Background: an optimization exercise with open tools, aiming at small area. Do not read the settings as production practice. The RTL was checked by simulation tests, not by an equivalence proof against the original design. Power is estimated from default activity; no workload was simulated.

==> inputs of onyx <==
==> flow/design.v <==
module pit_counter #(
    parameter HAS_GATE = 1
)(
    input             clk,
    input             rst_n,
    input             clock_pulse,       
    input             clock_rise,        
    input             gate,
    input             gate_sampled_in,   
    output reg        out,
    input       [7:0] data_in,
    input             set_control_mode,
    input             latch_count,
    input             latch_status,
    input             write,
    input             read,
    input             write_pulse,
    input             read_pulse,
    input             set_control_mode_pulse,
    output      [7:0] data_out
);
reg [2:0] mode;
reg       bcd;
reg [1:0] rw_mode;    
always @(posedge clk) begin
    if(rst_n == 1'b0) begin
        mode    <= 3'd2;
        bcd     <= 1'b0;
        rw_mode <= 2'd1;
    end
    else if(set_control_mode) begin
        mode    <= data_in[3:1];
        bcd     <= data_in[0];
        rw_mode <= data_in[5:4];
    end
end
wire rw_lsb  = ~rw_mode[1];
wire rw_msb  = ~rw_mode[0];
wire rw_both = rw_mode[1] & rw_mode[0];
wire m0 = mode == 3'd0;
wire m1 = mode == 3'd1;
wire m2 = mode[1:0] == 2'd2;
wire m3 = mode[1:0] == 2'd3;
wire m4 = mode == 3'd4;
wire m5 = mode == 3'd5;
reg msb_write;
reg msb_read;
reg [7:0] counter_l;
reg [7:0] counter_m;
always @(posedge clk) begin
    if(rst_n == 1'b0 || set_control_mode) begin
        counter_l <= 8'd0;
        counter_m <= 8'd0;
    end
    else if(write) begin
        if(rw_lsb || (rw_both && ~msb_write)) counter_l <= data_in;
        if(rw_msb || (rw_both &&  msb_write)) counter_m <= data_in;
    end
end
reg [15:0] counter;
reg        output_latched;
reg [15:0] output_lm;
always @(posedge clk) if(~output_latched) output_lm <= counter;
always @(posedge clk) begin
    if(rst_n == 1'b0 || set_control_mode)           output_latched <= 1'b0;
    else if(latch_count)                            output_latched <= 1'b1;
    else if(read && (~rw_both || msb_read))         output_latched <= 1'b0;
end
wire load;
reg null_counter;
always @(posedge clk) begin
    if(rst_n == 1'b0)                                null_counter <= 1'b0;
    else if(set_control_mode)                        null_counter <= 1'b1;
    else if(write && (~rw_both || msb_write))        null_counter <= 1'b1;
    else if(load)                                    null_counter <= 1'b0;
end
always @(posedge clk) begin
    if(rst_n == 1'b0 || set_control_mode)   msb_write <= 1'b0;
    else if(write_pulse && rw_both)         msb_write <= ~msb_write;
end
always @(posedge clk) begin
    if(rst_n == 1'b0 || set_control_mode)   msb_read <= 1'b0;
    else if(read_pulse && rw_both)          msb_read <= ~msb_read;
end
reg [1:0] status;
always @(posedge clk) if(latch_status && ~status_latched) status <= { out, null_counter };
reg status_latched;
always @(posedge clk) begin
    if(rst_n == 1'b0 || set_control_mode)   status_latched <= 1'b0;
    else if(latch_status)                   status_latched <= 1'b1;
    else if(read)                           status_latched <= 1'b0;
end
assign data_out =
    (status_latched)              ? { status, rw_mode, mode, bcd } :
    (rw_lsb || (rw_both && ~msb_read)) ? output_lm[7:0] :
                                    output_lm[15:8];
reg two_byte_write;
always @(posedge clk) begin
    if(rst_n == 1'b0)                 two_byte_write <= 1'b0;
    else if(write && rw_both)         two_byte_write <= 1'b1;
    else if(set_control_mode || load) two_byte_write <= 1'b0;
end
wire gate_sampled;
wire trigger_sampled;
generate if(HAS_GATE) begin : g_gate
    reg gate_last;
    always @(posedge clk) gate_last <= gate;
    reg gs;
    always @(posedge clk) begin
        if(rst_n == 1'b0)    gs <= 1'b0;
        else if(clock_rise)  gs <= gate;
    end
    reg trigger;
    always @(posedge clk) begin
        if(rst_n == 1'b0)             trigger <= 1'b0;
        else if(~gate_last && gate)   trigger <= 1'b1;
        else if(clock_rise)           trigger <= 1'b0;
    end
    reg ts;
    always @(posedge clk) begin
        if(rst_n == 1'b0)    ts <= 1'b0;
        else if(clock_rise)  ts <= trigger;
    end
    assign gate_sampled    = gs;
    assign trigger_sampled = ts;
end
else begin : g_nogate
    assign gate_sampled    = gate_sampled_in;
    assign trigger_sampled = 1'b0;
end
endgenerate
wire zhi  = counter[15:2] == 14'd0;
wire eq0  = zhi & ~counter[1] & ~counter[0];
wire eq1  = zhi & ~counter[1] &  counter[0];
wire eq2  = zhi &  counter[1] & ~counter[0];
wire eq3  = zhi & ~counter[0] & (counter[1] ^ (counter_l[0] & out));
reg written;
reg control_set;
reg loaded;
assign load =
    (m0 && written) ||
    clock_pulse && (
    (m1 && trigger_sampled) ||
    (m2 && ((written && control_set) || trigger_sampled || (loaded && gate_sampled && eq1))) ||
    (m3 && ((written && control_set) || trigger_sampled || (loaded && gate_sampled && eq3))) ||
    (m4 && written) ||
    (m5 && ((written && control_set) || loaded) && trigger_sampled)
);
wire enable = ~load && loaded && clock_pulse && (gate_sampled ? (~m0 || ~two_byte_write) : (m1 || m5));
always @(posedge clk) begin
    if(rst_n == 1'b0)                                 out <= 1'b1;
    else if(set_control_mode_pulse)                   out <= mode != 3'd0;
    else if(m0) begin
        if(load || two_byte_write)                    out <= 1'b0;
        else if(eq1 && enable)                        out <= 1'b1;
    end
    else if(m1) begin
        if(load)                                      out <= 1'b0;
        else if(eq1 && enable)                        out <= 1'b1;
    end
    else if(m2) begin
        if(~gate || load)                             out <= 1'b1;
        else if(eq2 && enable)                        out <= 1'b0;
    end
    else if(m3) begin
        if(~gate)                                     out <= 1'b1;
        else if(load && loaded && ~trigger_sampled)   out <= ~out;
    end
    else begin  
        if(eq1 && enable)                             out <= 1'b0;
        else if(eq0 && enable)                        out <= 1'b1;
    end
end
always @(posedge clk) begin
    if(rst_n == 1'b0 || set_control_mode)             written <= 1'b0;
    else if(write_pulse && (~rw_both || msb_write))   written <= 1'b1;
    else if(load)                                     written <= 1'b0;
end
always @(posedge clk) begin
    if(rst_n == 1'b0)         control_set <= 1'b0;
    else if(set_control_mode) control_set <= 1'b1;
    else if(load)             control_set <= 1'b0;
end
always @(posedge clk) begin
    if(rst_n == 1'b0 || set_control_mode) loaded <= 1'b0;
    else if(load)                         loaded <= 1'b1;
end
wire [15:0] counter_dec = counter - 16'd1;
wire [15:0] counter_next;
genvar i;
generate for(i = 0; i < 4; i = i + 1) begin : g_digit
    wire wrap = bcd && counter[4*i+3:0] == 0;
    assign counter_next[4*i+3] = counter_dec[4*i+3];
    assign counter_next[4*i+2] = counter_dec[4*i+2] & ~wrap;
    assign counter_next[4*i+1] = counter_dec[4*i+1] & ~wrap;
    if(i == 0) begin : g_lsb
        assign counter_next[0] = ~counter[0] & ~m3;
    end
    else begin : g_hi
        assign counter_next[4*i] = counter_dec[4*i];
    end
end
endgenerate
always @(posedge clk) begin
    if(rst_n == 1'b0) counter <= 16'd0;
    else if(load)     counter <= {counter_m, counter_l[7:1], counter_l[0] & ~m3};
    else if(enable)   counter <= counter_next;
end
endmodule
module pit(
	input               clk,
	input               rst_n,
	output              irq,
	input       [2:0]   io_address,
	input               io_read,
	output reg  [7:0]   io_readdata,
	input               io_write,
	input       [7:0]   io_writedata,
	output              speaker_out,
	input      [27:0]   clock_rate
);
reg ce_system_counter;
reg [27:0] acc;
wire acc_wrap = rst_n == 1'b0 || ~acc[27];
always @(posedge clk) begin
	acc <= (rst_n ? acc : 28'd0) + 28'd2386362 - (acc_wrap ? clock_rate : 28'd0);
	ce_system_counter <= rst_n & ~acc[27];
end
reg system_clock;
always @(posedge clk) begin
    if(rst_n == 1'b0)           system_clock <= 1'b0;
    else if(ce_system_counter)  system_clock <= ~system_clock;
end
reg clock_last;
always @(posedge clk) clock_last <= system_clock;
reg clock_pulse;
always @(posedge clk) clock_pulse <= clock_last & ~system_clock;
wire clock_rise = ~clock_last & system_clock;
reg gate_sampled_01;
always @(posedge clk) begin
    if(rst_n == 1'b0)     gate_sampled_01 <= 1'b0;
    else if(clock_rise)   gate_sampled_01 <= 1'b1;
end
wire ctrl_write = io_write && io_address == 3'd3;
wire set_mode   = ctrl_write && io_writedata[7:6] != 2'b11 && io_writedata[5:4] != 2'b00;
wire cnt_write  = io_write && io_address[2:1] != 2'b11 && ~io_address[2];
wire cnt_read   = io_read  && io_address[2:1] != 2'b11 && ~io_address[2];
reg [3:0] ev_1;
reg [3:0] ev_2;
always @(posedge clk) begin
    ev_1 <= { set_mode | cnt_read, set_mode | cnt_write, set_mode ? io_writedata[7:6] : io_address[1:0] };
    ev_2 <= ev_1;
end
wire [2:0] ev_sel = { ev_2[1:0] == 2'd2, ev_2[1:0] == 2'd1, ev_2[1:0] == 2'd0 };
wire [2:0] write_pulse = (ev_2[3:2] == 2'b01) ? ev_sel : 3'd0;
wire [2:0] read_pulse  = (ev_2[3:2] == 2'b10) ? ev_sel : 3'd0;
wire [2:0] scm_pulse   = (ev_2[3:2] == 2'b11) ? ev_sel : 3'd0;
wire [2:0] sel_wd  = { io_writedata[7:6] == 2'd2, io_writedata[7:6] == 2'd1, io_writedata[7:6] == 2'd0 };
wire [2:0] sel_adr = { io_address[1:0] == 2'd2, io_address[1:0] == 2'd1, io_address[1:0] == 2'd0 } & {3{~io_address[2]}};
wire [2:0] set_control_mode = set_mode ? sel_wd : 3'd0;
wire       readback  = ctrl_write && io_writedata[7:6] == 2'b11;
wire [2:0] latch_count  = (ctrl_write && io_writedata[5:4] == 2'b00 ? sel_wd : 3'd0) |
                          (readback && ~io_writedata[5] ? io_writedata[3:1] : 3'd0);
wire [2:0] latch_status = (readback && ~io_writedata[4]) ? io_writedata[3:1] : 3'd0;
wire [2:0] write_sel    = io_write ? sel_adr : 3'd0;
wire [2:0] read_sel     = io_read  ? sel_adr : 3'd0;
always @(posedge clk) if(io_read) io_readdata <=
    (io_address[2])      ? { 2'b0, spk_out, counter_1_toggle, 2'b0, speaker_enable, speaker_gate } :
    (io_address == 3'd0) ? counter_0_readdata :
    (io_address == 3'd1) ? counter_1_readdata :
    (io_address == 3'd2) ? counter_2_readdata :
                           8'd0;  
reg [5:0] counter_1_cnt;
reg counter_1_toggle;
always @(posedge clk) begin
    if(rst_n == 1'b0) begin
        counter_1_cnt    <= 6'd0;
        counter_1_toggle <= 1'b0;
    end
    else if(ce_system_counter) begin
        if(counter_1_cnt == 6'd35) begin
            counter_1_cnt    <= 6'd0;
            counter_1_toggle <= ~counter_1_toggle;
        end
        else counter_1_cnt <= counter_1_cnt + 6'd1;
    end
end
reg speaker_gate;
reg speaker_enable;
always @(posedge clk) begin
    if(rst_n == 1'b0) begin
        speaker_gate   <= 1'b0;
        speaker_enable <= 1'b0;
    end
    else if(io_write && io_address[2]) begin
        speaker_gate   <= io_writedata[0];
        speaker_enable <= io_writedata[1];
    end
end
assign speaker_out = spk_out & speaker_enable;
wire [7:0] counter_0_readdata;
wire [7:0] counter_1_readdata;
wire [7:0] counter_2_readdata;
wire spk_out;
pit_counter #(.HAS_GATE(0)) pit_counter_0(
    .clk                    (clk),
    .rst_n                  (rst_n),
    .clock_pulse            (clock_pulse),
    .clock_rise             (clock_rise),
    .gate                   (1'b1),
    .gate_sampled_in        (gate_sampled_01),
    .out                    (irq),
    .data_in                (io_writedata),
    .set_control_mode       (set_control_mode[0]),
    .latch_count            (latch_count[0]),
    .latch_status           (latch_status[0]),
    .write                  (write_sel[0]),
    .read                   (read_sel[0]),
    .write_pulse            (write_pulse[0]),
    .read_pulse             (read_pulse[0]),
    .set_control_mode_pulse (scm_pulse[0]),
    .data_out               (counter_0_readdata)
);
/*verilator lint_off PINCONNECTEMPTY*/
pit_counter #(.HAS_GATE(0)) pit_counter_1(
    .clk                    (clk),
    .rst_n                  (rst_n),
    .clock_pulse            (clock_pulse),
    .clock_rise             (clock_rise),
    .gate                   (1'b1),
    .gate_sampled_in        (gate_sampled_01),
    .out                    (),
    .data_in                (io_writedata),
    .set_control_mode       (set_control_mode[1]),
    .latch_count            (latch_count[1]),
    .latch_status           (latch_status[1]),
    .write                  (write_sel[1]),
    .read                   (read_sel[1]),
    .write_pulse            (write_pulse[1]),
    .read_pulse             (read_pulse[1]),
    .set_control_mode_pulse (scm_pulse[1]),
    .data_out               (counter_1_readdata)
);
/*verilator lint_on PINCONNECTEMPTY*/
pit_counter #(.HAS_GATE(1)) pit_counter_2(
    .clk                    (clk),
    .rst_n                  (rst_n),
    .clock_pulse            (clock_pulse),
    .clock_rise             (clock_rise),
    .gate                   (speaker_gate),
    .gate_sampled_in        (1'b0),
    .out                    (spk_out),
    .data_in                (io_writedata),
    .set_control_mode       (set_control_mode[2]),
    .latch_count            (latch_count[2]),
    .latch_status           (latch_status[2]),
    .write                  (write_sel[2]),
    .read                   (read_sel[2]),
    .write_pulse            (write_pulse[2]),
    .read_pulse             (read_pulse[2]),
    .set_control_mode_pulse (scm_pulse[2]),
    .data_out               (counter_2_readdata)
);
endmodule
==> flow/run.sh <==
#!/bin/bash
# synth_recipe.tcl (not shown) runs the flow's synth.tcl, then flattens the netlist and writes it again
# the make line also repeats each setting of config.mk as NAME=value (left out here)
make -C /OpenROAD-flow-scripts/flow DESIGN_CONFIG=/design/flow/config.mk WORK_HOME=/design/flow/orfs CLKGATE_MAP_FILE= SYNTH_SCRIPT=/design/flow/synth_recipe.tcl finish
==> flow/config.mk <==
export PLATFORM = sky130hd
export DESIGN_NAME = pit
export DESIGN_NICKNAME = pit
export VERILOG_FILES = /design/flow/design.v
export SDC_FILE = /design/flow/constraint.sdc
export NUM_CORES = 4
export LEC_CHECK = 0
export CAP_MARGIN = 20
export CORE_MARGIN = 2
export CORE_UTILIZATION = 40
export SLEW_MARGIN = 20
==> flow/constraint.sdc <==
create_clock -name core_clock -period 10.0 [get_ports {clk}]
set_input_delay 2.0000 -clock core_clock [delete_from_list [all_inputs] [get_ports {clk}]]
set_output_delay 2.0000 -clock core_clock [all_outputs]
set_load 0.01 [all_outputs]
==> maple: changes against onyx <==
CTS_BUF_LIST = sky130_fd_sc_hd__clkbuf_8   (was not set)
CTS_CLUSTER_DIAMETER = 60   (was not set)
CTS_CLUSTER_SIZE = 30   (was not set)
==> flow_summary_export.csv <==
group,metric,value,unit
status,status,"complete, no violations",
detailed_routing,vias_per_cell,5.448,
cells_and_area,final-clk-cell-share,0.03884,
pwr,clock_net_power,0.732,mW
global_routing,grtUsageMet2,0.3156,
global_routing,grt_usage,0.1950,
pwr,intPower,1.791,mW
cells_and_area,final_layout_size_suffix_gt1_frac,0.05449,
# the run above: maple

==> flow_summary_export.csv <==
group,metric,value,unit
status,status,"complete, no violations",
detailed_routing,vias_per_cell,5.450,
global_routing,grt_usage,0.1961,
cells_and_area,final_layout_size_suffix_gt1_frac,0.05683,
# the run above: onyx

==> what the ideal ports hide <==
No port has a modelled driver above. Below, the same layouts with a new extraction and two added sets of constraints. Step 1: set_driving_cell puts a clkbuf_16 on clk and a buf_2 on each other input, an assumption about the parent block. Step 2, shift: input delay + t, output delay - t, t = (earliest + latest rising clock arrival at the registers) / 2. This alone moves slack from input paths to output paths. Three values: no drivers, after step 1, after step 2; two values: the first two.
| run | t, ns | slack for setup (ns) | worst hold slack (ns) | clock arrival spread, ns | cell pins on the clock port's net |
|---|---|---|---|---|---|
| onyx | 0.595 | 4.381 / 4.412 / 3.816 | 0.324 / 0.324 / 0.324 | 0.029 / 0.029 | 1 |
| maple | 0.629 | 4.402 / 4.426 / 3.797 | 0.326 / 0.326 / 0.326 | 0.074 / 0.074 | 1 |
After both steps setup and hold are still met in every run listed. The setup slack of maple, which loses most, moves by +0.024 ns with the drivers and by -0.605 ns with both steps.
